What follows belongs to an exercise in optimizing a design on an open flow for small area; a production flow would make more cautious choices. The RTL was checked by simulation tests, not by an equivalence proof against the original design. Power figures rest on the tool's default switching activity, not on a simulated workload.

### flow/run.sh
#!/bin/bash
# synth_recipe.tcl (not shown) runs the flow's synth.tcl, then flattens the netlist and writes it again
# the make line also repeats each setting of config.mk as NAME=value (left out here)
make -C /OpenROAD-flow-scripts/flow DESIGN_CONFIG=/design/flow/config.mk WORK_HOME=/design/flow/orfs CLKGATE_MAP_FILE= SYNTH_SCRIPT=/design/flow/synth_recipe.tcl finish
### flow/config.mk
export PLATFORM = sky130hd
export DESIGN_NAME = uart_copro_top
export DESIGN_NICKNAME = uart_copro_top
export VERILOG_FILES = /design/flow/design.v
export SDC_FILE = /design/flow/constraint.sdc
export NUM_CORES = 4
export LEC_CHECK = 0
export CAP_MARGIN = 20
export CORE_MARGIN = 2
export CORE_UTILIZATION = 40
export SLEW_MARGIN = 20
### flow/constraint.sdc
create_clock -name core_clock -period 10.0 [get_ports {clk}]
set_input_delay 2.0000 -clock core_clock [delete_from_list [all_inputs] [get_ports {clk}]]
set_output_delay 2.0000 -clock core_clock [all_outputs]
set_load 0.01 [all_outputs]
### flow/design.v
module baud_rate_generator(
    input  clk,
    input  reset,
    output tick,
    output bc1
);
    reg [3:0] counter;
    assign bc1  = (counter == 4'd1);
    assign tick = counter[3] & counter[2] & counter[0];    
    always @(posedge clk)
        if (reset | tick) counter <= 4'd0;
        else              counter <= counter + 4'd1;
endmodule
module uart_copro_top(
    input  clk,
    input  reset,
    input  rx,
    output tx,
    input  [1:0] mode
);
    localparam [1:0] IDLE = 2'd0, START = 2'd1, DATA = 2'd2, STOP = 2'd3;
    wire tick, bc1;
    baud_rate_generator BAUD (.clk(clk), .reset(reset), .tick(tick), .bc1(bc1));
    reg [5:0] ph;
    always @(posedge clk) ph <= ph + 6'd1;
    wire ph63 = &ph;
    reg [1:0] rs;
    reg [3:0] rt;
    reg [6:0] w;         
    reg       rxb;       
    reg       rpend;
    wire rt15 = &rt;
    wire rsample    = (rs == DATA) & tick & rt15;
    wire data_ready = (rs == STOP) & tick & rt15;
    wire [5:0] welem = w[6:1] ^ 6'h3C;    
    wire rwr = rpend & (ph == welem);
    always @(posedge clk) begin
        case (rs)
            IDLE:  if (~rx) begin rs <= START; rt <= 4'd0; end
            START: if (tick) begin
                       if (rt == 4'd7) begin rs <= DATA; rt <= 4'd0; end
                       else rt <= rt + 4'd1;
                   end
            DATA:  if (tick) begin
                       if (rt15) begin
                           rt <= 4'd0;
                           if (&w[2:0]) rs <= STOP;
                       end else rt <= rt + 4'd1;
                   end
            STOP:  if (tick) begin
                       if (rt15) rs <= IDLE;
                       else rt <= rt + 4'd1;
                   end
        endcase
        if (rsample) rxb <= rx;
        if (reset) begin
            rs    <= IDLE;
            w     <= 7'd0;
            rpend <= 1'b0;
        end else if (rsample) begin
            rpend <= 1'b1;
        end else if (rwr) begin
            rpend <= 1'b0;
            w     <= w + 7'd1;
        end
    end
    reg cflag;
    wire trig = cflag & bc1;
    always @(posedge clk)
        cflag <= ~reset & ((data_ready & (w == 7'd0)) | (cflag & ~bc1));
    reg [63:0] A0, A1, B0, B1, C0, C1, R0, R1;
    reg cpend, act, cy, fv1, fv2;
    reg [1:0] mL;
    wire a0 = A0[0], a1 = A1[0];
    wire b0 = B0[0] & fv1, b1 = B1[0] & fv1;
    wire c0 = C0[0] & fv2, c1 = C1[0] & fv2;
    wire s0 = a0 ^ b0 ^ cy;
    wire k0 = (a0 & b0) | (cy & (a0 ^ b0));
    wire s1 = a1 ^ b1 ^ k0;
    wire k1 = (a1 & b1) | (k0 & (a1 ^ b1));
    wire r0 = mL[0] ? a0 : mL[1] ? c0 : s0;
    wire r1 = mL[0] ? a1 : mL[1] ? c1 : s1;
    always @(posedge clk) begin
        A0 <= {(rwr & ~w[0]) ? rxb : A0[0], A0[63:1]};
        A1 <= {(rwr &  w[0]) ? rxb : A1[0], A1[63:1]};
        B0 <= {act ? A0[0] : B0[0], B0[63:1]};
        B1 <= {act ? A1[0] : B1[0], B1[63:1]};
        C0 <= {act ? B0[0] : C0[0], C0[63:1]};
        C1 <= {act ? B1[0] : C1[0], C1[63:1]};
        R0 <= {act ? r0 : R0[0], R0[63:1]};
        R1 <= {act ? r1 : R1[0], R1[63:1]};
        cy <= act & k1;
        if (trig) mL <= mode;
        cpend <= ~reset & (trig | (cpend & ~ph63));
        act   <= ~reset & ((act & ~ph63) | (cpend & ph63));
        if (reset) begin
            fv1 <= 1'b0;
            fv2 <= 1'b0;
        end else if (act & ph63) begin
            fv1 <= 1'b1;
            fv2 <= fv1;
        end
    end
    reg [4:0] p;
    reg [1:0] ts;
    reg [3:0] tt;
    reg [2:0] nb;
    reg [7:0] dr;
    wire tt15 = &tt;
    wire tx_done  = (ts == STOP) & tick & tt15;
    wire tx_start = (ts == IDLE) & ~p[4] & ~trig;
    wire fetch = (ts == START) & ~cpend & ~act & (ph[5:2] == ~p[3:0]);
    always @(posedge clk) begin
        if (reset) p[4] <= 1'b1;
        else if (trig) p <= 5'd0;
        else if (tx_done) p <= p + 5'd1;
        if (fetch) begin
            dr[{ph[1:0], 1'b0}] <= R0[0];
            dr[{ph[1:0], 1'b1}] <= R1[0];
        end
        case (ts)
            IDLE:  if (tx_start) begin ts <= START; tt <= 4'd0; end
            START: if (tick) begin
                       if (tt15) begin ts <= DATA; tt <= 4'd0; nb <= 3'd0; end
                       else tt <= tt + 4'd1;
                   end
            DATA:  if (tick) begin
                       if (tt15) begin
                           tt <= 4'd0;
                           if (&nb) ts <= STOP; else nb <= nb + 3'd1;
                       end else tt <= tt + 4'd1;
                   end
            STOP:  if (tick) begin
                       if (tt15) ts <= IDLE;
                       else tt <= tt + 4'd1;
                   end
        endcase
        if (reset) ts <= IDLE;
    end
    assign tx = (ts == DATA) ? dr[nb] : (ts != START);
endmodule
==> results of run 1 <==
[cells in the final DEF (no fill, tap or decap), drive strengths merged, types with 2 or more instances in the layout]
master | synthesis | final
nor4 | 4 | 4
fa | 2 | 2
edfxtp | 26 | 26
mux2 | 12 | 12
o21ai | 6 | 6
ha | 22 | 22
o21a | 2 | 2
and2 | 5 | 5
nand2 | 12 | 12
xor2 | 10 | 10
a31oi | 3 | 3
nor3 | 10 | 10
mux2i | 7 | 7
clkbuf | 5 | 78
a32o | 3 | 3
or4b | 2 | 2
and3 | 7 | 7
clkinv | 0 | 8
xnor2 | 13 | 13
a21oi | 10 | 10
nand4 | 5 | 5
dfxtp | 541 | 541
nor2 | 30 | 30
inv | 16 | 17
clkdlybuf4s50 | 0 | 5
nor2b | 10 | 10
nand3 | 16 | 16
mux4 | 2 | 2
o2bb2ai | 2 | 2
[registers in the layout, indices dropped and copies added, names as in the netlist, 64 cells and up]
signal	count
C1	64
C0	64
A0	64
R1	64
A1	64
R0	64
B0	64
B1	64
[worst min path at each step]
stage	to	start	slack [ps]
after global routing	A1[9]	A1[10]	320
final	R1[60]	R1[61]	320
after global placement	A0[59]	A0[60]	310
after floorplan	A0[0]	A0[1]	310
after CTS	R1[60]	R1[61]	310
after detailed placement	C0[30]	C0[31]	310
[synthesized netlist by cell type, drive strengths merged (2+ instances only)]
library cell and instances:
nor3 10, dfxtp 541, and3 7, nand3 16
xnor2 13, fa 2, xor2 10, o2bb2ai 2
a32o 3, or4b 2, ha 22, nand4 5
nand2 12, a21oi 10, o21ai 6, nor4 4
mux4 2, clkbuf 5, mux2i 7, nor2 30
o21a 2, a31oi 3, nor2b 10, mux2 12
and2 5, buf 4, edfxtp 26, inv 16
[report_power, final]
group          leakage, nW  switching [W]  internal (W)  total [W]
clock                0.815       0.000764       0.00108    0.00184
sequential            4.59      0.0000174       0.00230    0.00232
combinational        0.700      0.0000625     0.0000487   0.000111
total                 6.11       0.000844       0.00343    0.00427
[critical path: stages, from the launching register on]
cell             delay [ps]
edfxtp_1                420
mux4_2                  520
mux2i_1                 130
mux2i_1                  90
clkdlybuf4s50_1         500
[through the flow]
step                      util, %  setup slack (ps)  power [W]  area (µm²)  instances
after floorplan                 -              6860    0.00245       13300        803
after global placement       42.5              6270    0.00247       13900       1242
after detailed placement     42.5              6180    0.00248       13900       1242
after CTS                    47.6              5750    0.00433       15500       1330
after global routing         47.6              5640    0.00444       15500       1330
final                        47.6              5800    0.00427       15500       1330
[routing by layer]
metal / wire, µm / track usage [%]
met5: 0 / 0
met1: 8320 / 13.6
met2: 5720 / 11.8
met4: 372 / 4.00
met3: 709 / 2.78
[kinds of logic (layout without fill, tap and decap cells)]
family	after synthesis	after routing	synth area share (%)
fa+ha+maj	24	24	2.37
flops	567	567	87.3
mux	21	21	1.88
xor+xnor	23	23	1.51
buf+inv	25	110	0.828
compound gates	36	36	1.83
simple gates	107	107	4.29
[cell type report]
type | count | area [µm²]
clock buffer | 78 | 1570
clock inverter | 10 | 80.1
fill | 2755 | 17100
inverter | 16 | 60.1
multi-input combinational | 211 | 1580
sequential | 567 | 11600
tap | 442 | 553
timing repair buffer | 6 | 57.6
==> impl_metrics.toml, run 1 <==
[critical_path]
crit_path_start_kind = "flop"
crit_start = "nb[1]"
endpoint_kind = "primary output"
reg2reg_to = "rs[1]"
critical_path_required_ps = 8000
criticalPathCategory = "reg2out"
crit_end = "tx"
cp.arrival_ps = 2200
r2r_slack_ps = 7910
worst-r2r-cell-count = 6
r2r_start = "rs[0]"
path_max_fanout = 3

[finish]
drive_gt1_share_pct = 11.0
diodes = 0
layout.nets = 881
syn_to_final_growth_pct = 16.6

[detailed_routing]
drt_iter0_drc = 293
vias_per_cell = 4.02
drc = 0
vias = 5346
wirelength_um = 15100
ant_nets = 0
dr.pass1.iters = 4
drt-wirelength-per-cell_um = 11.4

[cts]
cts_max_path_buffers = 3
cts_tree = "done"
tritoncts.num_buffers = 50
clock_sinks = 567
ctsHoldBuffers = 0
cts_resized = 0
clk_latency_ps = 550
htree_levels = 2
cts_root_buf = "clkbuf_16"
cts_setup_buffers = 0
clk_pin_slew_ps = 60

[synthesis]
ys.flop_type = "dfxtp_1"
synth-seq-cells = 567
ys_seq_area_share_pct = 87.3
avgSynthCellArea_um2 = 16.6
synthArstFlopShare_pct = 0
syn_nets = 832
netlist.area_leader.share_pct = 81.4
synth_cells = 803
synth-edff-count = 26
yosys_warnings = 2
netlist.top_cell.by_area = "dfxtp_1"
ys_top_cells_by_area = "dfxtp_1 (81%), edfxtp_1 (5.9%), ha_1 (2.1%)"
synth_area_um2 = 13300
ys_types = 51

[die]
die_w_um = 186
die_area_um2 = 34700
ios = 6
fp-row-count = 66
dieHeight_um = 186
start_util_pct = 40.8
core_area_um2 = 32600

[global_route]
antenna_found_initial = 0
grt-ovfl-total = 0
first_global_vias = 5230
grt_usage_pct = 9.04
grt_max_degree = 27
grt_pass1_wl_um = 26100

[timing]
slew_headroom_pct = 34.7
rsz0062_at_grt = "false"
post-route-period-util_pct = 42.0
setup_viol = 0
whs_ps = 315
worst_pin_slew_ps = 976
fin_skew_ps = 11.6
fin_crit_ps = 4200
drv_slew = 0
final_hold_viol_count = 0
timing.fmax_ghz = 0.238
final.setup.tns_ps = 0

[pwr]
power_density_nw_per_um2 = 275
peakVddDrop_mv = 0.158
leakage_nw = 6.11

[placed_design]
port_buffers = 5
routabilityCongestion = 0.724
dp_hpwl_um = 7770

[run_status]
outcome = "complete, no violations"

[flow_run]
cap_viol_max_count = 0

[hold_path]
whs_path_depth = 0
hold_class = "reg2reg"
==> inputs of run 2 (changes only) <==
--- a/flow/design.v
+++ b/flow/design.v
@@ -69,5 +69,6 @@
     always @(posedge clk)
         cflag <= ~reset & ((data_ready & (w == 7'd0)) | (cflag & ~bc1));
-    reg [63:0] A0, A1, B0, B1, C0, C1, R0, R1;
+    reg [63:0] A0, A1, B0, B1, C0, C1;
+    reg [3:0]  X0, X1;
     reg cpend, act, cy, fv1, fv2;
     reg [1:0] mL;
@@ -81,13 +82,16 @@
     wire r0 = mL[0] ? a0 : mL[1] ? c0 : s0;
     wire r1 = mL[0] ? a1 : mL[1] ? c1 : s1;
+    wire slot0 = (ph[5:2] == 4'd0);
+    wire wra = act & ~slot0;     
+    wire wrx = act & slot0;      
     always @(posedge clk) begin
-        A0 <= {(rwr & ~w[0]) ? rxb : A0[0], A0[63:1]};
-        A1 <= {(rwr &  w[0]) ? rxb : A1[0], A1[63:1]};
+        A0 <= {(rwr & ~w[0]) ? rxb : A0[0], A0[63:61], wra ? r0 : A0[60], A0[59:1]};
+        A1 <= {(rwr &  w[0]) ? rxb : A1[0], A1[63:61], wra ? r1 : A1[60], A1[59:1]};
+        X0 <= {wrx ? r0 : X0[0], X0[3:1]};
+        X1 <= {wrx ? r1 : X1[0], X1[3:1]};
         B0 <= {act ? A0[0] : B0[0], B0[63:1]};
         B1 <= {act ? A1[0] : B1[0], B1[63:1]};
         C0 <= {act ? B0[0] : C0[0], C0[63:1]};
         C1 <= {act ? B1[0] : C1[0], C1[63:1]};
-        R0 <= {act ? r0 : R0[0], R0[63:1]};
-        R1 <= {act ? r1 : R1[0], R1[63:1]};
         cy <= act & k1;
         if (trig) mL <= mode;
@@ -102,5 +106,5 @@
         end
     end
-    reg [4:0] p;
+    reg [4:0] pd;
     reg [1:0] ts;
     reg [3:0] tt;
@@ -109,13 +113,13 @@
     wire tt15 = &tt;
     wire tx_done  = (ts == STOP) & tick & tt15;
-    wire tx_start = (ts == IDLE) & ~p[4] & ~trig;
-    wire fetch = (ts == START) & ~cpend & ~act & (ph[5:2] == ~p[3:0]);
+    wire tx_start = (ts == IDLE) & ~(pd[4] & ~pd[0]) & ~trig;
+    wire fetch = (ts == START) & (pd[4] | (ph[5:2] == pd[3:0]));
     always @(posedge clk) begin
-        if (reset) p[4] <= 1'b1;
-        else if (trig) p <= 5'd0;
-        else if (tx_done) p <= p + 5'd1;
+        if (reset) begin pd[4] <= 1'b1; pd[0] <= 1'b0; end
+        else if (trig) pd <= 5'd14;
+        else if (tx_done) pd <= pd - 5'd1;
         if (fetch) begin
-            dr[{ph[1:0], 1'b0}] <= R0[0];
-            dr[{ph[1:0], 1'b1}] <= R1[0];
+            dr[{ph[1:0], 1'b0}] <= pd[4] ? X0[0] : A0[0];
+            dr[{ph[1:0], 1'b1}] <= pd[4] ? X1[0] : A1[0];
         end
         case (ts)
--- a/flow/config.mk
+++ b/flow/config.mk
@@ -9,3 +9,4 @@
 export CORE_MARGIN = 2
 export CORE_UTILIZATION = 40
+export CTS_BUF_LIST = sky130_fd_sc_hd__clkbuf_4
 export SLEW_MARGIN = 20
==> impl_metrics.toml, run 2 <==
[critical_path]
path_buf_inv = 1
crit_chain = "mux4_2, mux2i_1, mux2i_1, clkdlybuf4s50_1"
cp.arrival_ps = 2420
endpoint_kind = "primary output"
critical_path_required_ps = 8000
cp_common_cell = "mux2i_1"
cp_slowest_cell = "mux4_2"
critical_path.top_delay_family = "multiplexers"
criticalPathCategory = "reg2out"
crit_path_start_kind = "flop"
slowest_delay_ps = 530
path_max_fanout = 3

[finish]
final_common_cell = "dfxtp_1"
multi_input_area_um2 = 1700
fill_cells = 2410
layout.nets = 824
drive_gt1_share_pct = 20.8
syn_to_final_growth_pct = 15.2
final_cell_mix = "dfxtp_1 (422), clkbuf_4 (153), nor2_1 (25), edfxtp_1 (25)"
seq_area_um2 = 9200
diodes = 0

[global_route]
first_global_vias = 5115
grt_pass1_wl_um = 23800
grt_usage_pct = 10.2
grt-ovfl-total = 0
grt_max_degree = 23
antenna_found_initial = 0

[timing]
post-route-period-util_pct = 44.2
drv_slew = 0
final_hold_viol_count = 0
final.setup.tns_ps = 0
slew_headroom_pct = 44.0
rsz0062_at_grt = "false"
setup_slack_ps = 5580
timing.fmax_ghz = 0.226
setup_viol = 0
worst_pin_slew_ps = 837
fin_skew_ps = 47.7
whs_ps = 293
fin_crit_ps = 4420

[synthesis]
ys_seq_area_share_pct = 83.4
ys_top_cells_by_count = "dfxtp_1 (422), edfxtp_1 (25), nor2_1 (25)"
syn_nets = 728
synth-seq-cells = 447
synth_most_common_cell = "dfxtp_1"
ys_types = 61
synth-edff-count = 25
netlist.area_leader.share_pct = 76.6
yosys_warnings = 2
synthMuxAreaShare_pct = 2.38
ys.flop_type = "dfxtp_1"
synthArstFlopShare_pct = 0
synthAdderAreaFrac_pct = 2.86
ys_top_cells_by_area = "dfxtp_1 (77%), edfxtp_1 (6.8%), ha_1 (2.5%)"
synth_top_family_by_area = "simple AND/OR/NAND/NOR gates"
synthXorXnorAreaFrac_pct = 2.13
synth_compound_area_share_pct = 2.36
synth_area_um2 = 11000
netlist.top_cell.by_area = "dfxtp_1"
synth_cells = 699
yosys.area_share.simple_pct = 5.68
avgSynthCellArea_um2 = 15.8

[die]
ios = 6
dieHeight_um = 170
start_util_pct = 40.8
die_w_um = 170
die_area_um2 = 28900
fp-row-count = 60
core_area_um2 = 27000

[detailed_routing]
drc = 0
drt-wirelength-per-cell_um = 11.3
wirelength_um = 13600
vias = 4944
vias_per_cell = 4.10
ant_nets = 0
drt_iter0_drc = 191
dr.pass1.iters = 4

[cts]
ctsHoldBuffers = 0
cts_tree = "done"
cts_resized = 0
clk_pin_slew_ps = 70
htree_levels = 3
cts_setup_buffers = 0
tritoncts.num_buffers = 98
clk_latency_ps = 700
cts_max_path_buffers = 3
clock_sinks = 447
cts_root_buf = "clkbuf_4"

[flow_run]
cap_viol_max_count = 0

[placed_design]
dp_hpwl_um = 7260
routabilityCongestion = 0.755
port_buffers = 5
pre_cts_slack_ps = 6090

[pwr]
leakage_nw = 5.14
power_density_nw_per_um2 = 263
peakVddDrop_mv = 0.113

[run_status]
outcome = "complete, no violations"

[hold_path]
hold_class = "reg2reg"
[run 2: changes by cell type in the layout (fill, tap and decap cells not counted), moves of 9 or more]
cell	delta
clkbuf_4	+153
dfxtp_1	-119
clkbuf_16	-53
clkbuf_8	-15
clkbuf_1	-10
nand2_1	+10
clkinv_1	+9
mux2_2	-9
[run 2: worst register-to-register path, stage by stage (launching register included)]
cell	delay, ps
dfxtp_1	340
and2_1	150
fa_1	380
fa_1	430
nor2b_1	140
a31oi_1	120
o21ai_0	160
mux2_1	340
[run 2: cell families (layout without fill, tap and decap cells)]
| logic type | count (synthesis) | in the layout |
|---|---|---|
| AO/OA/AOI/OAI | 37 | 37 |
| XOR/XNOR | 26 | 26 |
| adder cells (fa/ha/maj) | 24 | 24 |
| buffers and inverters | 31 | 196 |
| flip-flops | 447 | 447 |
| multiplexers | 22 | 22 |
| AND/OR/NAND/NOR | 112 | 112 |
[run 2: metrics by stage]
stage,util (%),instances,area (µm²),power (W)
5_1_grt,47.0,1205,12700,0.00352
3_5_place_dp,42.4,1036,11500,0.00206
3_3_place_gp,42.4,1036,11500,0.00206
4_1_cts,47.0,1205,12700,0.00340
2_1_floorplan,-,699,11000,0.00202
6_report,47.0,1205,12700,0.00334
[run 2: worst paths after layout]
path / depth (start not counted) / slack [ps] / end / from
worst max register to register: 7 / 7780 / A1[59] / fv1
worst max-delay path: 4 / 5580 / tx / nb[1]
worst min register to register: 0 / 290 / C1[54] / C1[55]
worst min-delay path: 0 / 290 / C1[54] / C1[55]
[run 2: metal layers]
layer,wire length (µm),up-vias,global-route usage (%)
li1,-,2555,-
met1,7290,2284,14.0
met2,5400,78,13.4
met3,668,27,4.19
met4,236,0,5.95
met5,0,-,0
[run 2: cell type report]
class | count | share of cell area [%]
flip-flops and latches | 447 | 72.4
clock inverters | 16 | 0.719
well taps | 341 | 3.36
clock buffers | 153 | 9.05
repair buffers | 5 | 0.394
inverters | 22 | 0.650
multi-input cells | 221 | 13.4
[run 2: report_power, final]
part	total, W	leakage, nW	internal, W	switching, W
logic	0.000159	0.768	0.0000721	0.0000871
registers	0.00186	3.63	0.00184	0.0000244
clock network	0.00132	0.742	0.000696	0.000620
total	0.00334	5.14	0.00261	0.000731
==> inputs of run 3 (changes only) <==
--- a/flow/config.mk
+++ b/flow/config.mk
@@ -9,4 +9,6 @@
 export CORE_MARGIN = 2
 export CORE_UTILIZATION = 40
-export CTS_BUF_LIST = sky130_fd_sc_hd__clkbuf_4
+export CTS_BUF_LIST = sky130_fd_sc_hd__clkbuf_8
+export CTS_CLUSTER_DIAMETER = 80
+export CTS_CLUSTER_SIZE = 20
 export SLEW_MARGIN = 20
==> impl_metrics.toml, run 3 <==
[cts]
htree_levels = 1
cts_resized = 0
tritoncts.num_buffers = 26
cts_setup_buffers = 0
cts_tree = "done"
ctsHoldBuffers = 0
clock_sinks = 447
cts_root_buf = "clkbuf_8"
clk_pin_slew_ps = 130
clk_latency_ps = 570
cts_max_path_buffers = 3

[placed_design]
routabilityCongestion = 0.755
pre_cts_slack_ps = 6090
place_area_um2 = 11500
port_buffers = 5
dp_hpwl_um = 7260

[synthesis]
synth_area_um2 = 11000
synth_most_common_cell = "dfxtp_1"
syn_nets = 728
netlist.area_leader.share_pct = 76.6
synth_cells = 699
ys_top_cells_by_count = "dfxtp_1 (422), edfxtp_1 (25), nor2_1 (25)"
yosys_warnings = 2
ys_types = 61
ys_seq_area_share_pct = 83.4
ys.flop_type = "dfxtp_1"
synthArstFlopShare_pct = 0
synth-edff-count = 25
synth-seq-cells = 447
avgSynthCellArea_um2 = 15.8
ys_top_cells_by_area = "dfxtp_1 (77%), edfxtp_1 (6.8%), ha_1 (2.5%)"
netlist.top_cell.by_area = "dfxtp_1"

[die]
ios = 6
fp-row-count = 60
core_area_um2 = 27000
die_w_um = 170
start_util_pct = 40.8
die_area_um2 = 28900
dieHeight_um = 170

[hold_path]
whs_path_depth = 0
hold_class = "reg2reg"

[timing]
final.setup.tns_ps = 0
setup_slack_ps = 5660
setup_viol = 0
timing.fmax_ghz = 0.231
post-route-period-util_pct = 43.4
rsz0062_at_grt = "false"
worst_pin_slew_ps = 844
whs_ps = 313
final_hold_viol_count = 0
drv_slew = 0
slew_headroom_pct = 43.6
fin_crit_ps = 4340
fin_skew_ps = 25.8

[finish]
final_cell_mix = "dfxtp_1 (422), inv_1 (27), clkbuf_8 (26)"
layout.nets = 752
fill_cells = 2393
syn_to_final_growth_pct = 7.59
drive_gt1_share_pct = 6.58
finalInstanceArea_um2 = 11900
final_common_cell = "dfxtp_1"
diodes = 0

[global_route]
antenna_found_initial = 0
grt_usage_pct = 9.12
grt-ovfl-total = 0
grt_max_degree = 23
first_global_vias = 4360
grt_pass1_wl_um = 21700

[detailed_routing]
vias = 4409
drt_iter0_drc = 231
vias_per_cell = 4.12
wirelength_um = 12700
ant_nets = 0
drt-wirelength-per-cell_um = 11.9
drc = 0
dr.pass1.iters = 4

[critical_path]
criticalPathCategory = "reg2out"
endpoint_kind = "primary output"
cp.arrival_ps = 2340
crit_path_start_kind = "flop"
worst-r2r-cell-count = 7
path_max_fanout = 3
critical_path_required_ps = 8000

[flow_run]
cap_viol_max_count = 0

[pwr]
leakage_nw = 4.63
power_density_nw_per_um2 = 232
power.total_w = 0.00275
peakVddDrop_mv = 0.133

[run_status]
outcome = "complete, no violations"
[run 3: cell type report]
cell class              instances  area [µm²]  area share, %
inverters                      22        82.6          0.696
clock inverters                 8        47.5          0.401
clock buffers                  26         358           3.02
flip-flops and latches        447        9200           77.5
repair buffers                  5        50.0          0.422
well taps                     341         427           3.60
multi-input cells             221        1700           14.3
[run 3: logic make-up (layout without fill, tap and decap cells)]
logic type	Yosys count	in the layout	synth area share, %
xor+xnor	26	26	2.13
mux	22	22	2.38
fa+ha+maj	24	24	2.86
compound gates	37	37	2.36
buf+inv	31	61	1.16
flops	447	447	83.4
simple gates	112	112	5.68
[run 3: layer usage]
layer	wire, µm	part of all wire, %	up-vias	GRT usage [%]
li1	-	-	2317	-
met1	7190	57	2029	14.1
met2	4780	38	37	12.6
met3	412	3.2	26	2.19
met4	333	2.6	0	2.75
met5	0	0	-	0
[run 3: per-stage QoR]
step / instances / utilization [%]
global placement: 1036 / 42.4
floorplan: 699 / -
CTS: 1070 / 43.9
finish: 1070 / 43.9
global route: 1070 / 43.9
detailed placement: 1036 / 42.4
[run 3: final timing paths]
path	start	to	slack, ps
max	nb[1]	tx	5660
min	A1[29]	A1[28]	310
max reg2reg	fv1	A1[59]	7790
min reg2reg	A1[29]	A1[28]	310
[run 3: power by group]
group,internal (W),switching [W]
Combinational,0.0000723,0.0000864
Clock,0.000243,0.000486
Sequential,0.00184,0.0000242
[run 3: worst max-delay path: stages, from the launching register on]
cell and delay (ps):
edfxtp_1 460, mux4_2 530, mux2i_1 160, mux2i_1 110, clkdlybuf4s50_1 490
==> inputs of run 4 (changes only) <==
--- a/flow/config.mk
+++ b/flow/config.mk
@@ -10,5 +10,5 @@
 export CORE_UTILIZATION = 40
 export CTS_BUF_LIST = sky130_fd_sc_hd__clkbuf_8
-export CTS_CLUSTER_DIAMETER = 80
-export CTS_CLUSTER_SIZE = 20
+export CTS_CLUSTER_DIAMETER = 60
+export CTS_CLUSTER_SIZE = 16
 export SLEW_MARGIN = 20
==> impl_metrics.toml, run 4 <==
[synthesis]
netlist.top_cell.by_area = "dfxtp_1"
ys_top_cells_by_area = "dfxtp_1 (77%), edfxtp_1 (6.8%), ha_1 (2.5%)"
synth-edff-count = 25
yosys_warnings = 2
netlist.area_leader.share_pct = 76.6
avgSynthCellArea_um2 = 15.8
ys_types = 61
ys.flop_type = "dfxtp_1"
synth_most_common_cell = "dfxtp_1"
syn_nets = 728
synth_cells = 699
ys_seq_area_share_pct = 83.4
ys_top_cells_by_count = "dfxtp_1 (422), edfxtp_1 (25), nor2_1 (25)"
synth-seq-cells = 447
synth_area_um2 = 11000
synthArstFlopShare_pct = 0

[placed_design]
placedCellCount = 1036
port_buffers = 5
routabilityCongestion = 0.755
pre_cts_slack_ps = 6090
place_area_um2 = 11500
dp_hpwl_um = 7260

[pwr]
leakage_nw = 4.70
peakVddDrop_mv = 0.115
power_density_nw_per_um2 = 239

[global_route]
grt_usage_pct = 9.37
grt_pass1_wl_um = 22100
grt-ovfl-total = 0
antenna_found_initial = 0
grt_max_degree = 23
first_global_vias = 4509

[cts]
clk_latency_ps = 530
cts_setup_buffers = 0
clk_pin_slew_ps = 100
cts_max_path_buffers = 3
tritoncts.num_buffers = 34
htree_levels = 2
cts_tree = "done"
cts_resized = 0
clock_sinks = 447
cts_root_buf = "clkbuf_8"
ctsHoldBuffers = 0

[timing]
worst_pin_slew_ps = 835
setup_viol = 0
timing.fmax_ghz = 0.234
drv_slew = 0
setup_slack_ps = 5730
slew_headroom_pct = 44.2
final.setup.tns_ps = 0
fin_skew_ps = 20.0
final_hold_viol_count = 0
fin_crit_ps = 4270
post-route-period-util_pct = 42.7
rsz0062_at_grt = "false"

[finish]
drive_gt1_share_pct = 7.98
syn_to_final_growth_pct = 8.90
fin_cells = 1080
final_cell_mix = "dfxtp_1 (422), clkbuf_8 (36), inv_1 (26)"
diodes = 0
layout.nets = 760
fill_cells = 2372
final_common_cell = "dfxtp_1"
finalInstanceArea_um2 = 12000

[critical_path]
endpoint_kind = "primary output"
critical_path_required_ps = 8000
criticalPathCategory = "reg2out"
path_max_fanout = 3
crit_path_start_kind = "flop"
cp.arrival_ps = 2270

[die]
fp-row-count = 60
die_w_um = 170
die_area_um2 = 28900
core_area_um2 = 27000
start_util_pct = 40.8
dieHeight_um = 170
ios = 6

[detailed_routing]
drt_iter0_drc = 270
vias = 4476
vias_per_cell = 4.14
dr.pass1.iters = 4
wirelength_um = 12900
ant_nets = 0
drc = 0
drt-wirelength-per-cell_um = 11.9

[flow_run]
cap_viol_max_count = 0

[run_status]
outcome = "complete, no violations"

[hold_path]
hold_class = "reg2reg"
run 4: cells by family after synthesis:
kind of cell | count (synthesis) | share of synthesized area, %
muxes | 22 | 2.38
DFF | 447 | 83.4
and+or+nand+nor | 112 | 5.68
buffers and inverters | 31 | 1.16
AOI/OAI and AO/OA | 37 | 2.36
xor gates and xnor gates | 26 | 2.13
adders and majority gates | 24 | 2.86
run 4: final cells by class:
| class | instances | area, µm² | share of cell area, % |
|---|---|---|---|
| flip-flops and latches | 447 | 9200 | 76.6 |
| clock inverters | 8 | 53.8 | 0.448 |
| clock buffers | 36 | 495 | 4.13 |
| well taps | 341 | 427 | 3.55 |
| multi-input cells | 221 | 1700 | 14.2 |
| inverters | 22 | 82.6 | 0.688 |
| repair buffers | 5 | 50.0 | 0.417 |
run 4: where the power goes:
group | total, W | internal (W) | switching, W | leakage, nW
clock network | 0.000848 | 0.000334 | 0.000513 | 0.299
registers | 0.00186 | 0.00184 | 0.0000243 | 3.63
logic | 0.000159 | 0.0000722 | 0.0000868 | 0.768
total | 0.00287 | 0.00224 | 0.000625 | 4.70
run 4: layer usage:
metal  vias up  part of all wire [%]  GRT usage [%]
met2        43                    38           12.6
li1       2339                     -              -
met4         0                   2.5           3.53
met1      2064                    56           14.2
met5         -                     0              0
met3        30                   4.0           2.63
run 4: final timing paths:
kind | slack, ps | from | cells past startpoint | end
setup / recovery | 5730 | nb[1] | 4 | tx
hold / removal | 310 | A1[40] | 0 | A1[39]
setup reg to reg | 7800 | B0[0] | 7 | A1[59]
hold reg to reg | 310 | A1[40] | 0 | A1[39]
run 4: stage by stage:
| stage | hold WS, ps | utilization, % | power, W |
|---|---|---|---|
| floorplan | 310 | - | 0.00202 |
| global placement | 311 | 42.4 | 0.00206 |
| detailed placement | 312 | 42.4 | 0.00206 |
| CTS | 313 | 44.4 | 0.00291 |
| global route | 313 | 44.4 | 0.00301 |
| finish | 314 | 44.4 | 0.00287 |
run 4: worst max-delay path: stages (launching register included):
cell             delay, ps
edfxtp_1               450
mux4_2                 530
mux2i_1                160
mux2i_1                110
clkdlybuf4s50_1        490
==> inputs of run 5 (changes only) <==
--- a/flow/config.mk
+++ b/flow/config.mk
@@ -8,7 +8,7 @@
 export CAP_MARGIN = 20
 export CORE_MARGIN = 2
-export CORE_UTILIZATION = 40
+export CORE_UTILIZATION = 65
 export CTS_BUF_LIST = sky130_fd_sc_hd__clkbuf_8
 export CTS_CLUSTER_DIAMETER = 60
-export CTS_CLUSTER_SIZE = 16
+export CTS_CLUSTER_SIZE = 20
 export SLEW_MARGIN = 20
==> impl_metrics.toml, run 5 <==
[global_route]
gr-usage-met3_pct = 2.61
met1_usage_pct = 23.9
grt_use_met2_pct = 23.4
grt_max_degree = 23
grt-busiest-layer = "met1"
grt_pass1_wl_um = 22800
first_global_vias = 4543
grt-ovfl-total = 0
grt_usage_pct = 15.7
antenna_found_initial = 0

[cts]
cts_setup_buffers = 0
clk_latency_ps = 580
cts_resized = 0
tritoncts.num_buffers = 26
cts_max_path_buffers = 3
cts_tree = "done"
clk_pin_slew_ps = 120
ctsHoldBuffers = 0
clock_sinks = 447
htree_levels = 1
cts_root_buf = "clkbuf_8"

[detailed_routing]
drt_iter0_drc = 231
drt-wirelength-per-cell_um = 14.1
dr.pass1.iters = 4
vias = 4584
vias_per_cell = 4.82
ant_nets = 0
drc = 0
wirelength_um = 13500

[synthesis]
synth_most_common_cell = "dfxtp_1"
synth-edff-count = 25
avgSynthCellArea_um2 = 15.8
ys_types = 61
ys_top_cells_by_area = "dfxtp_1 (77%), edfxtp_1 (6.8%), ha_1 (2.5%)"
syn_nets = 728
ys_seq_area_share_pct = 83.4
netlist.area_leader.share_pct = 76.6
synth-seq-cells = 447
synth_area_um2 = 11000
synth_cells = 699
yosys_warnings = 2
ys.flop_type = "dfxtp_1"
netlist.top_cell.by_area = "dfxtp_1"
synthArstFlopShare_pct = 0
ys_top_cells_by_count = "dfxtp_1 (422), edfxtp_1 (25), nor2_1 (25)"

[finish]
final_cell_mix = "dfxtp_1 (422), inv_1 (29), clkbuf_8 (26)"
syn_to_final_growth_pct = 6.27
drive_gt1_share_pct = 6.69
final_common_cell = "dfxtp_1"
diodes = 0
layout.nets = 752
fill_cells = 1109

[placed_design]
dp_hpwl_um = 8420
routabilityCongestion = 0.738
port_buffers = 5

[timing]
final_hold_viol_count = 0
drv_slew = 0
slew_headroom_pct = 41.9
final.setup.tns_ps = 0
fin_crit_ps = 4300
fin_skew_ps = 17.4
rsz0062_at_grt = "false"
setup_viol = 0
timing.fmax_ghz = 0.233
post-route-period-util_pct = 43.0
worst_pin_slew_ps = 868

[critical_path]
criticalPathCategory = "reg2out"
critical_path_required_ps = 8000
cp.arrival_ps = 2300
path_max_fanout = 3
crit_path_start_kind = "flop"
endpoint_kind = "primary output"

[die]
start_util_pct = 66.5
dieHeight_um = 134
core_area_um2 = 16600
die_area_um2 = 18000
ios = 6
die_w_um = 134
fp-row-count = 47

[pwr]
power.total_w = 0.00276
leakage_nw = 4.64
power_density_nw_per_um2 = 235
peakVddDrop_mv = 0.201

[run_status]
outcome = "complete, no violations"

[flow_run]
cap_viol_max_count = 0

[hold_path]
hold_class = "reg2reg"
==> run 5: power breakdown <==
part | switching, W | internal, W | total (W) | leakage [nW]
Clock | 0.000485 | 0.000245 | 0.000729 | 0.243
Combinational | 0.0000895 | 0.0000727 | 0.000162 | 0.768
Sequential | 0.0000259 | 0.00184 | 0.00186 | 3.63
Total | 0.000600 | 0.00216 | 0.00276 | 4.64
==> run 5: cell families (layout without fill, tap and decap cells) <==
logic type	Yosys count	after routing	synth area share (%)
flip-flops	447	447	83.4
buffers and inverters	31	64	1.16
multiplexers	22	22	2.38
AND/OR/NAND/NOR	112	112	5.68
AO/OA/AOI/OAI	37	37	2.36
adder cells (fa/ha/maj)	24	24	2.86
XOR/XNOR	26	26	2.13
==> run 5: metrics by stage <==
step / utilization, % / setup WS (ps) / area, µm² / cells / hold slack (ps)
2_1_floorplan: - / 6860 / 11000 / 699 / 310
3_3_place_gp: 68.2 / 6190 / 11300 / 915 / 309
3_5_place_dp: 68.2 / 6180 / 11300 / 915 / 312
4_1_cts: 70.7 / 5640 / 11700 / 952 / 328
5_1_grt: 70.7 / 5580 / 11700 / 952 / 332
6_report: 70.7 / 5700 / 11700 / 952 / 323
==> run 5: final cells by class <==
| type | instances | area [µm²] | share of cell area, % |
|---|---|---|---|
| clock buffer | 26 | 358 | 3.05 |
| inverter | 22 | 82.6 | 0.705 |
| timing repair buffer | 5 | 50.0 | 0.427 |
| multi-input combinational | 221 | 1700 | 14.5 |
| clock inverter | 11 | 53.8 | 0.459 |
| tap | 220 | 275 | 2.35 |
| sequential | 447 | 9200 | 78.5 |
==> run 5: worst paths after layout <==
check / startpoint / slack (ps) / cells after the start / end
worst min register to register: A0[30] / 320 / 0 / A0[29]
worst max-delay path: nb[1] / 5700 / 4 / tx
worst max register to register: B0[0] / 7790 / 7 / A1[59]
worst min-delay path: A0[30] / 320 / 0 / A0[29]
==> run 5: worst max-delay path, stage by stage, from the launching register on <==
cell and delay [ps]:
edfxtp_1 450, mux4_2 530, mux2i_1 170, mux2i_1 100, clkdlybuf4s50_1 480
==> run 5: routing by layer <==
layer  share of wire [%]  wire length [µm]
met1                  52              6970
met2                  44              5860
met3                 2.2               298
met4                 2.5               331
met5                   0                 0
==> inputs of run 6 (changes only) <==
--- a/flow/config.mk
+++ b/flow/config.mk
@@ -6,9 +6,10 @@
 export NUM_CORES = 4
 export LEC_CHECK = 0
+export ABC_AREA = 1
 export CAP_MARGIN = 20
 export CORE_MARGIN = 2
-export CORE_UTILIZATION = 65
+export CORE_UTILIZATION = 50
 export CTS_BUF_LIST = sky130_fd_sc_hd__clkbuf_8
 export CTS_CLUSTER_DIAMETER = 60
-export CTS_CLUSTER_SIZE = 20
+export CTS_CLUSTER_SIZE = 18
 export SLEW_MARGIN = 20
==> impl_metrics.toml, run 6 <==
[flow_run]
cap_viol_max_count = 0

[timing]
final_hold_viol_count = 0
slew_headroom_pct = 49.3
drv_slew = 0
fin_skew_ps = 21.4
rsz0062_at_grt = "false"
worst_pin_slew_ps = 761
timing.fmax_ghz = 0.236
setup_viol = 0
fin_crit_ps = 4240
post-route-period-util_pct = 42.4
final.setup.tns_ps = 0

[finish]
drive_gt1_share_pct = 7.64
final_cell_mix = "dfxtp_1 (422), nand2_1 (90), inv_1 (61)"
finalInstanceArea_um2 = 12000
final_common_cell = "dfxtp_1"
syn_to_final_growth_pct = 7.86
diodes = 0
layout.nets = 861
fill_cells = 1744
fin_cells = 1118

[synthesis]
synthArstFlopShare_pct = 0
ys_top_cells_by_area = "dfxtp_1 (76%), edfxtp_1 (6.7%), nand2_1 (3.0%)"
synth-edff-count = 25
netlist.area_leader.share_pct = 75.9
synthAdderAreaFrac_pct = 2.83
synth_cells = 799
syn_nets = 828
ys_top_cells_by_count = "dfxtp_1 (422), nand2_1 (90), inv_1 (60)"
synth_top_family_by_area = "simple AND/OR/NAND/NOR gates"
netlist.top_cell.by_area = "dfxtp_1"
yosys_warnings = 2
synthXorXnorAreaFrac_pct = 1.02
avgSynthCellArea_um2 = 13.9
synthMuxAreaShare_pct = 0
synth-seq-cells = 447
ys.flop_type = "dfxtp_1"
synth_most_common_cell = "dfxtp_1"
yosys.area_share.simple_pct = 7.61
ys_types = 38
synth_area_um2 = 11100
ys_seq_area_share_pct = 82.7
synth_compound_area_share_pct = 3.20

[critical_path]
critical_path.top_delay_family = "buffers and inverters"
crit_chain = "a21oi_1, o21ai_0, nand2_1, o211ai_1, o21ai_0, clkdlybuf4s50_1"
cp_common_cell = "o21ai_0"
crit_path_start_kind = "flop"
slowest_delay_ps = 560
critical_path_required_ps = 8000
path_buf_inv = 1
endpoint_kind = "primary output"
cp_slowest_cell = "clkdlybuf4s50_1"
cp.arrival_ps = 2240
path_max_fanout = 10
criticalPathCategory = "reg2out"

[die]
start_util_pct = 51.0
ios = 6
die_area_um2 = 23500
fp-row-count = 54
die_w_um = 153
core_area_um2 = 21800
dieHeight_um = 153

[run_status]
outcome = "complete, no violations"

[cts]
ctsHoldBuffers = 0
clock_sinks = 447
tritoncts.num_buffers = 31
clk_pin_slew_ps = 100
cts_max_path_buffers = 3
cts_resized = 0
cts_root_buf = "clkbuf_8"
htree_levels = 1
cts_tree = "done"
cts_setup_buffers = 0
clk_latency_ps = 600

[global_route]
first_global_vias = 5031
grt-ovfl-total = 0
antenna_found_initial = 0
grt_usage_pct = 12.4
grt_max_degree = 20
grt_pass1_wl_um = 24400

[detailed_routing]
drt_iter0_drc = 213
vias = 4986
drt-wirelength-per-cell_um = 12.4
vias_per_cell = 4.46
drc = 0
ant_nets = 0
dr.pass1.iters = 6
wirelength_um = 13800

[pwr]
p_seq_share_pct = 65.3
switchingPower_w = 0.000660
clock_power_share_pct = 28.5
comb_power_share_pct = 6.2
power_density_nw_per_um2 = 239
leakage_nw = 4.93
peakVddDrop_mv = 0.113
p_int_w = 0.00221
p_sw_share_pct = 23.0

[placed_design]
dp_hpwl_um = 8320
routabilityCongestion = 0.774
place_area_um2 = 11500
port_buffers = 5
placedCellCount = 1079

[hold_path]
hold_class = "reg2reg"
run 6: cell count changes after synthesis, moves of 11 or more:
| cell | before | now |
|---|---|---|
| xnor2_1 | 19 | 5 |
| inv_1 | 21 | 60 |
| nand4_1 | 1 | 12 |
| nand2_1 | 22 | 90 |
| o21ai_0 | 2 | 23 |
run 6: final timing paths:
check	start	end	slack, ps	depth (start not counted)
max	nb[0]	tx	5760	6
min	A0[62]	A0[61]	320	0
max reg2reg	rs[0]	rt[0]	7920	6
min reg2reg	A0[62]	A0[61]	320	0
run 6: power groups by stage:
stage	clock, W	sequential [W]	combinational (W)
floorplan	0	0.00190	0.000144
global placement	0	0.00191	0.000170
detailed placement	0	0.00191	0.000179
CTS	0.000857	0.00187	0.000180
global route	0.000922	0.00188	0.000207
finish	0.000817	0.00187	0.000178
run 6: layer usage:
metal / wire length, µm / GRT usage, % / vias to the layer above
met4: 393 / 4.14 / 0
met2: 5800 / 18.3 / 61
met1: 7130 / 18.2 / 2305
li1: - / - / 2590
met5: 0 / 0 / -
met3: 519 / 2.92 / 30
run 6: area by class of cell:
class | count | area [µm²] | share of cell area [%]
clock inverter | 8 | 87.6 | 0.730
tap | 280 | 350 | 2.92
timing repair buffer | 5 | 50.0 | 0.417
clock buffer | 31 | 427 | 3.55
multi-input combinational | 279 | 1630 | 13.6
inverter | 68 | 256 | 2.14
sequential | 447 | 9200 | 76.6
run 6: stage by stage:
| stage | setup WS (ps) | power, W | hold WS [ps] | util (%) |
|---|---|---|---|---|
| after global placement | 6410 | 0.00208 | 311 | 52.6 |
| after detailed placement | 6400 | 0.00209 | 312 | 52.6 |
| final | 5760 | 0.00287 | 323 | 55.0 |
| after floorplan | 6930 | 0.00205 | 310 | - |
| after CTS | 5730 | 0.00291 | 321 | 55.0 |
| after global routing | 5640 | 0.00301 | 321 | 55.0 |
run 6: cell families after synthesis:
logic type / count (synthesis)
fa+ha+maj: 24
compound gates: 64
buf+inv: 73
simple gates: 178
flops: 447
xor+xnor: 13
==> inputs of run 7 (changes only) <==
--- a/flow/config.mk
+++ b/flow/config.mk
@@ -12,4 +12,4 @@
 export CTS_BUF_LIST = sky130_fd_sc_hd__clkbuf_8
 export CTS_CLUSTER_DIAMETER = 60
-export CTS_CLUSTER_SIZE = 18
+export CTS_CLUSTER_SIZE = 16
 export SLEW_MARGIN = 20
==> impl_metrics.toml, run 7 <==
[run_status]
outcome = "complete, no violations"

[cts]
cts_setup_buffers = 0
cts_tree = "done"
cts_max_path_buffers = 3
cts_resized = 0
tritoncts.num_buffers = 35
clock_sinks = 447
clk_latency_ps = 550
clk_pin_slew_ps = 90
cts_root_buf = "clkbuf_8"
ctsHoldBuffers = 0
htree_levels = 2

[timing]
final_hold_viol_count = 0
worst_pin_slew_ps = 777
post-route-period-util_pct = 41.7
timing.fmax_ghz = 0.240
final.setup.tns_ps = 0
fin_crit_ps = 4170
rsz0062_at_grt = "false"
setup_viol = 0
fin_skew_ps = 19.6
slew_headroom_pct = 48.2
drv_slew = 0

[synthesis]
syn_nets = 828
ys_top_cells_by_area = "dfxtp_1 (76%), edfxtp_1 (6.7%), nand2_1 (3.0%)"
synth-seq-cells = 447
synthArstFlopShare_pct = 0
ys_types = 38
ys.flop_type = "dfxtp_1"
avgSynthCellArea_um2 = 13.9
synth_cells = 799
netlist.area_leader.share_pct = 75.9
yosys_warnings = 2
netlist.top_cell.by_area = "dfxtp_1"
ys_top_cells_by_count = "dfxtp_1 (422), nand2_1 (90), inv_1 (60)"
synth_area_um2 = 11100
synth-edff-count = 25
synth_most_common_cell = "dfxtp_1"
ys_seq_area_share_pct = 82.7

[hold_path]
hp-start = "B1[12]"
hold_class = "reg2reg"

[global_route]
grt_usage_pct = 12.5
grt-ovfl-total = 0
antenna_found_initial = 0
first_global_vias = 5070
grt_pass1_wl_um = 24400
grt_max_degree = 18

[placed_design]
port_buffers = 5
dp_hpwl_um = 8320
place_area_um2 = 11500
routabilityCongestion = 0.774

[critical_path]
criticalPathCategory = "reg2out"
cp.arrival_ps = 2170
crit_start = "nb[0]"
critical_path_required_ps = 8000
endpoint_kind = "primary output"
path_max_fanout = 10
r2r_start = "rs[0]"
crit_path_start_kind = "flop"

[finish]
fill_cells = 1756
syn_to_final_growth_pct = 8.29
diodes = 0
final_common_cell = "dfxtp_1"
finalInstanceArea_um2 = 12100
final_cell_mix = "dfxtp_1 (422), nand2_1 (90), inv_1 (61)"
layout.nets = 865
drive_gt1_share_pct = 8.19
fin_util_pct = 55.2

[pwr]
peakVddDrop_mv = 0.112
leakage_nw = 4.95
power_density_nw_per_um2 = 241
power.total_w = 0.00290

[detailed_routing]
vias = 5032
ant_nets = 0
wirelength_um = 13800
drc = 0
drt_iter0_drc = 212
vias_per_cell = 4.48
drt-wirelength-per-cell_um = 12.3
dr.pass1.iters = 4

[flow_run]
cap_viol_max_count = 0

[die]
core_area_um2 = 21800
fp-row-count = 54
ios = 6
die_area_um2 = 23500
dieHeight_um = 153
die_w_um = 153
start_util_pct = 51.0
==> run 7: cell counts after synthesis <==
Identical to the previous run, type by type.
==> run 7: cell families (layout without fill, tap and decap cells) <==
logic type                 after synthesis  after routing  share of synthesized area [%]
AOI/OAI and AO/OA                       64             64                           3.20
xor gates and xnor gates                13             13                           1.02
adders and majority gates               24             24                           2.83
buffers and inverters                   73            117                           2.66
DFF                                    447            447                           82.7
and+or+nand+nor                        178            178                           7.61
==> run 7: worst paths after layout <==
check	slack (ps)	cells after the start	to
worst max-delay path	5830	6	tx
worst min-delay path	320	0	B1[11]
worst max register to register	7910	6	rt[0]
worst min register to register	320	0	B1[11]
==> run 7: report_power, final <==
part	switching (W)	total [W]	leakage, nW	internal [W]
logic	0.000111	0.000178	1.03	0.0000667
clock network	0.000519	0.000856	0.294	0.000338
registers	0.0000291	0.00187	3.63	0.00184
==> run 7: area by class of cell <==
class | instances | area (µm²) | share of cell area, %
sequential | 447 | 9200 | 76.3
multi-input combinational | 279 | 1630 | 13.6
clock buffer | 36 | 495 | 4.11
tap | 280 | 350 | 2.91
inverter | 68 | 256 | 2.13
clock inverter | 8 | 66.3 | 0.550
timing repair buffer | 5 | 50.0 | 0.415
==> run 7: metrics by stage <==
step / hold WS (ps) / cells / worst slack (ps)
global placement: 311 / 1079 / 6410
CTS: 317 / 1123 / 5790
detailed placement: 312 / 1079 / 6400
finish: 322 / 1123 / 5830
floorplan: 310 / 799 / 6930
global route: 324 / 1123 / 5710
==> run 7: critical path, stage by stage (launching register included) <==
cell and delay, ps:
edfxtp_1 530, a21oi_1 180, o21ai_0 90, nand3_1 80, o211ai_1 90, o21ai_0 100
clkdlybuf4s50_1 560
==> run 7: per-layer routing <==
metal / global-route usage, % / vias to the layer above / part of all wire (%)
met5: 0 / - / 0
met4: 5.16 / 0 / 2.6
met3: 3.20 / 34 / 4.1
met2: 18.3 / 67 / 42
met1: 17.9 / 2328 / 51
li1: - / 2603 / -
==> inputs of run 8 (changes only) <==
==> flow/config.mk (replaced) <==
export PLATFORM = sky130hd
export DESIGN_NAME = uart_copro_top
export DESIGN_NICKNAME = uart_copro_top
export VERILOG_FILES = /design/flow/design.v
export SDC_FILE = /design/flow/constraint.sdc
export NUM_CORES = 4
export LEC_CHECK = 0
export CAP_MARGIN = 20
export CORE_MARGIN = 2
export CORE_UTILIZATION = 40
export SLEW_MARGIN = 20
==> impl_metrics.toml, run 8 <==
[critical_path]
critical_path_required_ps = 8000
crit_path_start_kind = "flop"
criticalPathCategory = "reg2out"
path_max_fanout = 3
endpoint_kind = "primary output"
cp.arrival_ps = 2240

[detailed_routing]
drc = 0
vias = 4571
wirelength_um = 13200
ant_nets = 0
drt_iter0_drc = 208
dr.pass1.iters = 4
drt-wirelength-per-cell_um = 11.9
vias_per_cell = 4.13

[cts]
ctsHoldBuffers = 0
htree_levels = 2
cts_resized = 0
cts_tree = "done"
tritoncts.num_buffers = 39
clock_sinks = 447
cts_root_buf = "clkbuf_16"
clk_pin_slew_ps = 60
clk_latency_ps = 530
cts_max_path_buffers = 3
cts_setup_buffers = 0

[pwr]
clock_power_share_pct = 43.3
p_sw_share_pct = 20.6
leakage_nw = 5.07
power_density_nw_per_um2 = 278
peakVddDrop_mv = 0.154
comb_power_share_pct = 4.5
switchingPower_w = 0.000733
p_int_w = 0.00283
p_seq_share_pct = 52.3

[flow_run]
cap_viol_max_count = 0

[global_route]
grt_pass1_wl_um = 22500
gr-usage-met3_pct = 2.79
grt-busiest-layer = "met1"
first_global_vias = 4610
antenna_found_initial = 0
grt_max_degree = 23
grt_usage_pct = 9.54
grt-ovfl-total = 0
grt_use_met2_pct = 13.1
met1_usage_pct = 14.0

[finish]
fin_util_pct = 47.5
syn_to_final_growth_pct = 16.4
final_common_cell = "dfxtp_1"
layout.nets = 765
final_cell_mix = "dfxtp_1 (422), clkbuf_16 (39), nor2_1 (25), edfxtp_1 (25)"
fill_cells = 2302
drive_gt1_share_pct = 11.1
finalInstanceArea_um2 = 12800
diodes = 0

[synthesis]
synth_cells = 699
ys_top_cells_by_area = "dfxtp_1 (77%), edfxtp_1 (6.8%), ha_1 (2.5%)"
ys.flop_type = "dfxtp_1"
ys_types = 61
syn_nets = 728
ys_top_cells_by_count = "dfxtp_1 (422), edfxtp_1 (25), nor2_1 (25)"
yosys_warnings = 2
netlist.top_cell.by_area = "dfxtp_1"
synth-seq-cells = 447
synth-edff-count = 25
ys_seq_area_share_pct = 83.4
avgSynthCellArea_um2 = 15.8
synth_most_common_cell = "dfxtp_1"
netlist.area_leader.share_pct = 76.6
synthArstFlopShare_pct = 0
synth_area_um2 = 11000

[die]
dieHeight_um = 170
core_area_um2 = 27000
ios = 6
fp-row-count = 60
die_area_um2 = 28900
start_util_pct = 40.8
die_w_um = 170

[timing]
fin_crit_ps = 4240
drv_slew = 0
post-route-period-util_pct = 42.4
worst_pin_slew_ps = 834
setup_viol = 0
fin_skew_ps = 18.5
rsz0062_at_grt = "false"
slew_headroom_pct = 44.2
whs_ps = 312
timing.fmax_ghz = 0.236
final.setup.tns_ps = 0
final_hold_viol_count = 0

[hold_path]
hold_class = "reg2reg"

[placed_design]
routabilityCongestion = 0.755
dp_hpwl_um = 7260
place_area_um2 = 11500
port_buffers = 5

[run_status]
outcome = "complete, no violations"
## run 8: cell types whose count changed after synthesis, moves of 6 or more
cell and change:
mux2_1 +9, xnor2_1 +14, nor2_1 -9, nor3_1 +9
o21ai_0 -21, mux2i_1 +9, inv_2 -6, nand4_1 -11
nand2_1 -68, inv_1 -39, a21oi_1 -9
## run 8: final timing paths
path         startpoint      to  slack (ps)  cells past startpoint
max reg2reg       B0[0]  A1[59]        7790                      7
min reg2reg      C0[23]  C0[22]         310                      0
min              C0[23]  C0[22]         310                      0
max               nb[1]      tx        5760                      4
## run 8: stage by stage
stage	power [W]	instances	setup WS (ps)
after floorplan	0.00202	699	6860
after global placement	0.00206	1036	6160
after detailed placement	0.00206	1036	6090
after CTS	0.00361	1106	5730
after global routing	0.00371	1106	5690
final	0.00357	1106	5760
## run 8: final cells by class
type / instances / area, µm² / area share, %
Sequential cell: 447 / 9200 / 71.7
Multi-Input combinational cell: 221 / 1700 / 13.2
Clock buffer: 52 / 1110 / 8.69
Tap cell: 341 / 427 / 3.32
Clock inverter: 18 / 260 / 2.03
Inverter: 22 / 82.6 / 0.643
Timing Repair Buffer: 5 / 50.0 / 0.390
## run 8: power by group through the flow
stage                     combinational [W]  clock, W  sequential [W]
after detailed placement           0.000160         0         0.00190
after CTS                          0.000161   0.00158         0.00186
final                              0.000159   0.00154         0.00186
after floorplan                    0.000127         0         0.00190
after global placement             0.000160         0         0.00190
after global routing               0.000179   0.00166         0.00187
## run 8: per-layer routing
| metal | share of wire [%] | vias up |
|---|---|---|
| met1 | 55 | 2112 |
| met3 | 4.0 | 32 |
| li1 | - | 2376 |
| met2 | 38 | 51 |
| met4 | 2.6 | 0 |
| met5 | 0 | - |
## run 8: cell families after synthesis
group	synth area share [%]
flops	83.4
simple gates	5.68
compound gates	2.36
buf+inv	1.16
xor+xnor	2.13
fa+ha+maj	2.86
mux	2.38
## run 8: critical path: stages (launching register included)
cell and delay [ps]:
edfxtp_1 440, mux4_2 530, mux2i_1 160, mux2i_1 110
clkdlybuf4s50_1 490
==> inputs of run 9 (changes only) <==
--- a/flow/design.v
+++ b/flow/design.v
@@ -29,10 +29,9 @@
     reg [6:0] w;         
     reg       rxb;       
-    reg       rpend;
     wire rt15 = &rt;
     wire rsample    = (rs == DATA) & tick & rt15;
     wire data_ready = (rs == STOP) & tick & rt15;
     wire [5:0] welem = w[6:1] ^ 6'h3C;    
-    wire rwr = rpend & (ph == welem);
+    wire rwr = ((rs == STOP) | ((rs == DATA) & ~&w[2:0])) & (ph == welem);
     always @(posedge clk) begin
         case (rs)
@@ -45,5 +44,5 @@
                        if (rt15) begin
                            rt <= 4'd0;
-                           if (&w[2:0]) rs <= STOP;
+                           if (w[2:0] == 3'd6) rs <= STOP;
                        end else rt <= rt + 4'd1;
                    end
@@ -55,12 +54,8 @@
         if (rsample) rxb <= rx;
         if (reset) begin
-            rs    <= IDLE;
-            w     <= 7'd0;
-            rpend <= 1'b0;
+            rs <= IDLE;
+            w  <= 7'h7F;
         end else if (rsample) begin
-            rpend <= 1'b1;
-        end else if (rwr) begin
-            rpend <= 1'b0;
-            w     <= w + 7'd1;
+            w  <= w + 7'd1;
         end
     end
@@ -68,5 +63,5 @@
     wire trig = cflag & bc1;
     always @(posedge clk)
-        cflag <= ~reset & ((data_ready & (w == 7'd0)) | (cflag & ~bc1));
+        cflag <= ~reset & ((data_ready & (&w)) | (cflag & ~bc1));
     reg [63:0] A0, A1, B0, B1, C0, C1;
     reg [3:0]  X0, X1;
@@ -110,5 +105,5 @@
     reg [3:0] tt;
     reg [2:0] nb;
-    reg [7:0] dr;
+    reg [3:0] D0, D1;    
     wire tt15 = &tt;
     wire tx_done  = (ts == STOP) & tick & tt15;
@@ -119,8 +114,6 @@
         else if (trig) pd <= 5'd14;
         else if (tx_done) pd <= pd - 5'd1;
-        if (fetch) begin
-            dr[{ph[1:0], 1'b0}] <= pd[4] ? X0[0] : A0[0];
-            dr[{ph[1:0], 1'b1}] <= pd[4] ? X1[0] : A1[0];
-        end
+        D0 <= {fetch ? (pd[4] ? X0[0] : A0[0]) : D0[0], D0[3:1]};
+        D1 <= {fetch ? (pd[4] ? X1[0] : A1[0]) : D1[0], D1[3:1]};
         case (ts)
             IDLE:  if (tx_start) begin ts <= START; tt <= 4'd0; end
@@ -142,4 +135,6 @@
         if (reset) ts <= IDLE;
     end
-    assign tx = (ts == DATA) ? dr[nb] : (ts != START);
+    wire [1:0] dst = nb[2:1] - ph[1:0];
+    wire [3:0] dsel = nb[0] ? D1 : D0;
+    assign tx = (ts == DATA) ? dsel[dst] : (ts != START);
 endmodule
--- a/flow/config.mk
+++ b/flow/config.mk
@@ -8,4 +8,7 @@
 export CAP_MARGIN = 20
 export CORE_MARGIN = 2
-export CORE_UTILIZATION = 40
+export CORE_UTILIZATION = 65
+export CTS_BUF_LIST = sky130_fd_sc_hd__clkbuf_16
+export CTS_CLUSTER_DIAMETER = 50
+export CTS_CLUSTER_SIZE = 30
 export SLEW_MARGIN = 20
==> impl_metrics.toml, run 9 <==
[run_status]
outcome = "complete, no violations"

[critical_path]
path_max_fanout = 6
criticalPathCategory = "reg2out"
crit_path_start_kind = "flop"
cp.arrival_ps = 2320
endpoint_kind = "primary output"
r2r_slack_ps = 7800
critical_path_required_ps = 8000

[finish]
final_common_cell = "dfxtp_1"
fin_util_pct = 74.9
final_cell_mix = "dfxtp_1 (429), clkbuf_16 (27), nand2_1 (25)"
layout.nets = 729
drive_gt1_share_pct = 8.31
syn_to_final_growth_pct = 12.2
diodes = 0

[cts]
clk_latency_ps = 550
cts_root_buf = "clkbuf_16"
cts_resized = 0
cts_tree = "done"
cts_max_path_buffers = 3
clk_pin_slew_ps = 100
tritoncts.num_buffers = 26
ctsHoldBuffers = 0
clock_sinks = 446
htree_levels = 1
cts_setup_buffers = 0

[placed_design]
dp_hpwl_um = 7490
routabilityCongestion = 0.779
port_buffers = 5

[timing]
final.setup.tns_ps = 0
drv_slew = 0
fin_crit_ps = 4320
slew_headroom_pct = 54.9
final_hold_viol_count = 0
timing.fmax_ghz = 0.232
worst_pin_slew_ps = 677
fin_skew_ps = 17.5
rsz0062_at_grt = "false"
post-route-period-util_pct = 43.2
setup_viol = 0

[hold_path]
hold_class = "reg2reg"

[synthesis]
netlist.area_leader.share_pct = 80.4
synthArstFlopShare_pct = 0
synth_area_um2 = 10700
synth-seq-cells = 446
ys_top_cells_by_area = "dfxtp_1 (80%), edfxtp_1 (4.8%), ha_1 (2.3%)"
syn_nets = 702
ys.flop_type = "dfxtp_1"
synth-edff-count = 17
synth_cells = 675
ys_types = 44
avgSynthCellArea_um2 = 15.8
yosys_warnings = 2
ys_seq_area_share_pct = 85.2
synth_most_common_cell = "dfxtp_1"
ys_top_cells_by_count = "dfxtp_1 (429), nand2_1 (25), ha_1 (20), xnor2_1 (20)"
netlist.top_cell.by_area = "dfxtp_1"

[detailed_routing]
wirelength_um = 13800
dr.pass1.iters = 4
drc = 0
vias_per_cell = 4.74
ant_nets = 0
vias = 4448
drt-wirelength-per-cell_um = 14.7
drt_iter0_drc = 184

[global_route]
grt_pass1_wl_um = 23600
grt_max_degree = 31
first_global_vias = 4709
grt_usage_pct = 16.8
grt-ovfl-total = 0
antenna_found_initial = 0

[die]
core_area_um2 = 16000
die_area_um2 = 17500
fp-row-count = 46
ios = 6
die_w_um = 132
dieHeight_um = 132
start_util_pct = 66.8

[flow_run]
cap_viol_max_count = 0

[pwr]
peakVddDrop_mv = 0.217
leakage_nw = 4.79
power_density_nw_per_um2 = 271
[run 9: through the flow]
step | instance area (µm²) | setup slack (ps) | hold WS, ps | total power [W] | cells
2_1_floorplan | 10700 | 6800 | 310 | 0.00201 | 675
4_1_cts | 12000 | 5640 | 326 | 0.00328 | 938
5_1_grt | 12000 | 5510 | 336 | 0.00337 | 938
6_report | 12000 | 5680 | 322 | 0.00325 | 938
3_3_place_gp | 11000 | 6270 | 310 | 0.00204 | 890
3_5_place_dp | 11000 | 6250 | 312 | 0.00205 | 890
[run 9: final timing paths]
path | to | start | cells past startpoint
setup reg to reg | rt[3] | rs[0] | 6
hold / removal | B1[44] | B1[45] | 0
setup / recovery | tx | ph[0] | 6
hold reg to reg | B1[44] | B1[45] | 0
[run 9: logic make-up after synthesis]
| logic type | share of synthesized area (%) |
|---|---|
| flops | 85.2 |
| compound gates | 1.96 |
| buf+inv | 0.808 |
| mux | 2.17 |
| fa+ha+maj | 2.72 |
| xor+xnor | 2.21 |
| simple gates | 4.98 |
[run 9: power by group]
part / internal, W / switching (W)
Clock: 0.000580 / 0.000658
Sequential: 0.00183 / 0.0000289
Combinational: 0.0000695 / 0.0000802
[run 9: critical path, cell delays in order (launching register included)]
cell             delay [ps]
dfxtp_1                 470
ha_1                    200
xor2_1                  170
xnor2_1                 160
mux2i_1                  90
mux2i_1                 140
clkdlybuf4s50_1         550
[run 9: layer usage]
layer | vias up | global-route usage, % | wire [µm]
met1 | 2101 | 23.1 | 6640
met2 | 59 | 27.0 | 6280
met4 | 0 | 5.50 | 354
met3 | 36 | 3.38 | 497
met5 | - | 0 | 0
li1 | 2252 | - | -
[run 9: area by class of cell]
cell class	instances	area, µm²
multi-input combinational	208	1500
timing repair buffer	5	50.0
inverter	15	56.3
clock inverter	21	335
clock buffer	27	676
fill	973	4020
sequential	446	9100
tap	216	270

==> afterwards: timing with drivers on the ports <==
The flow's constraints put no driver on any port. The routed layouts listed below were extracted and timed again, unchanged, in two steps.
Step 1, drivers: a clkbuf_16 drives clk and a buf_2 each remaining input, both assumed.
Step 2 adds t to the input delays and takes it off the output delays; t is the mean of the earliest and latest rising clock arrival at the registers after step 1. Input paths then give back, and output paths get back, about the clock's delay inside the block.
Three values: no drivers, after step 1, after step 2; two values: the first two.
run	t, ns	setup slack, ns	hold slack, ns
run 1	0.583	5.805 / 5.759 / 6.213	0.315 / 0.315 / 0.315
run 2	0.713	5.576 / 5.536 / 6.178	0.293 / 0.293 / 0.293
run 3	0.605	5.665 / 5.625 / 6.187	0.313 / 0.313 / 0.313
run 4	0.564	5.728 / 5.688 / 6.178	0.314 / 0.314 / 0.314
run 5	0.601	5.702 / 5.666 / 6.177	0.323 / 0.323 / 0.323
run 6	0.623	5.761 / 5.723 / 6.346	0.323 / 0.323 / 0.323
run 7	0.573	5.829 / 5.791 / 6.363	0.322 / 0.322 / 0.322
run 8	0.565	5.758 / 5.712 / 6.158	0.312 / 0.312 / 0.312
run 9	0.583	5.685 / 5.641 / 6.223	0.322 / 0.322 / 0.322
After both steps setup and hold are still met in every run listed.
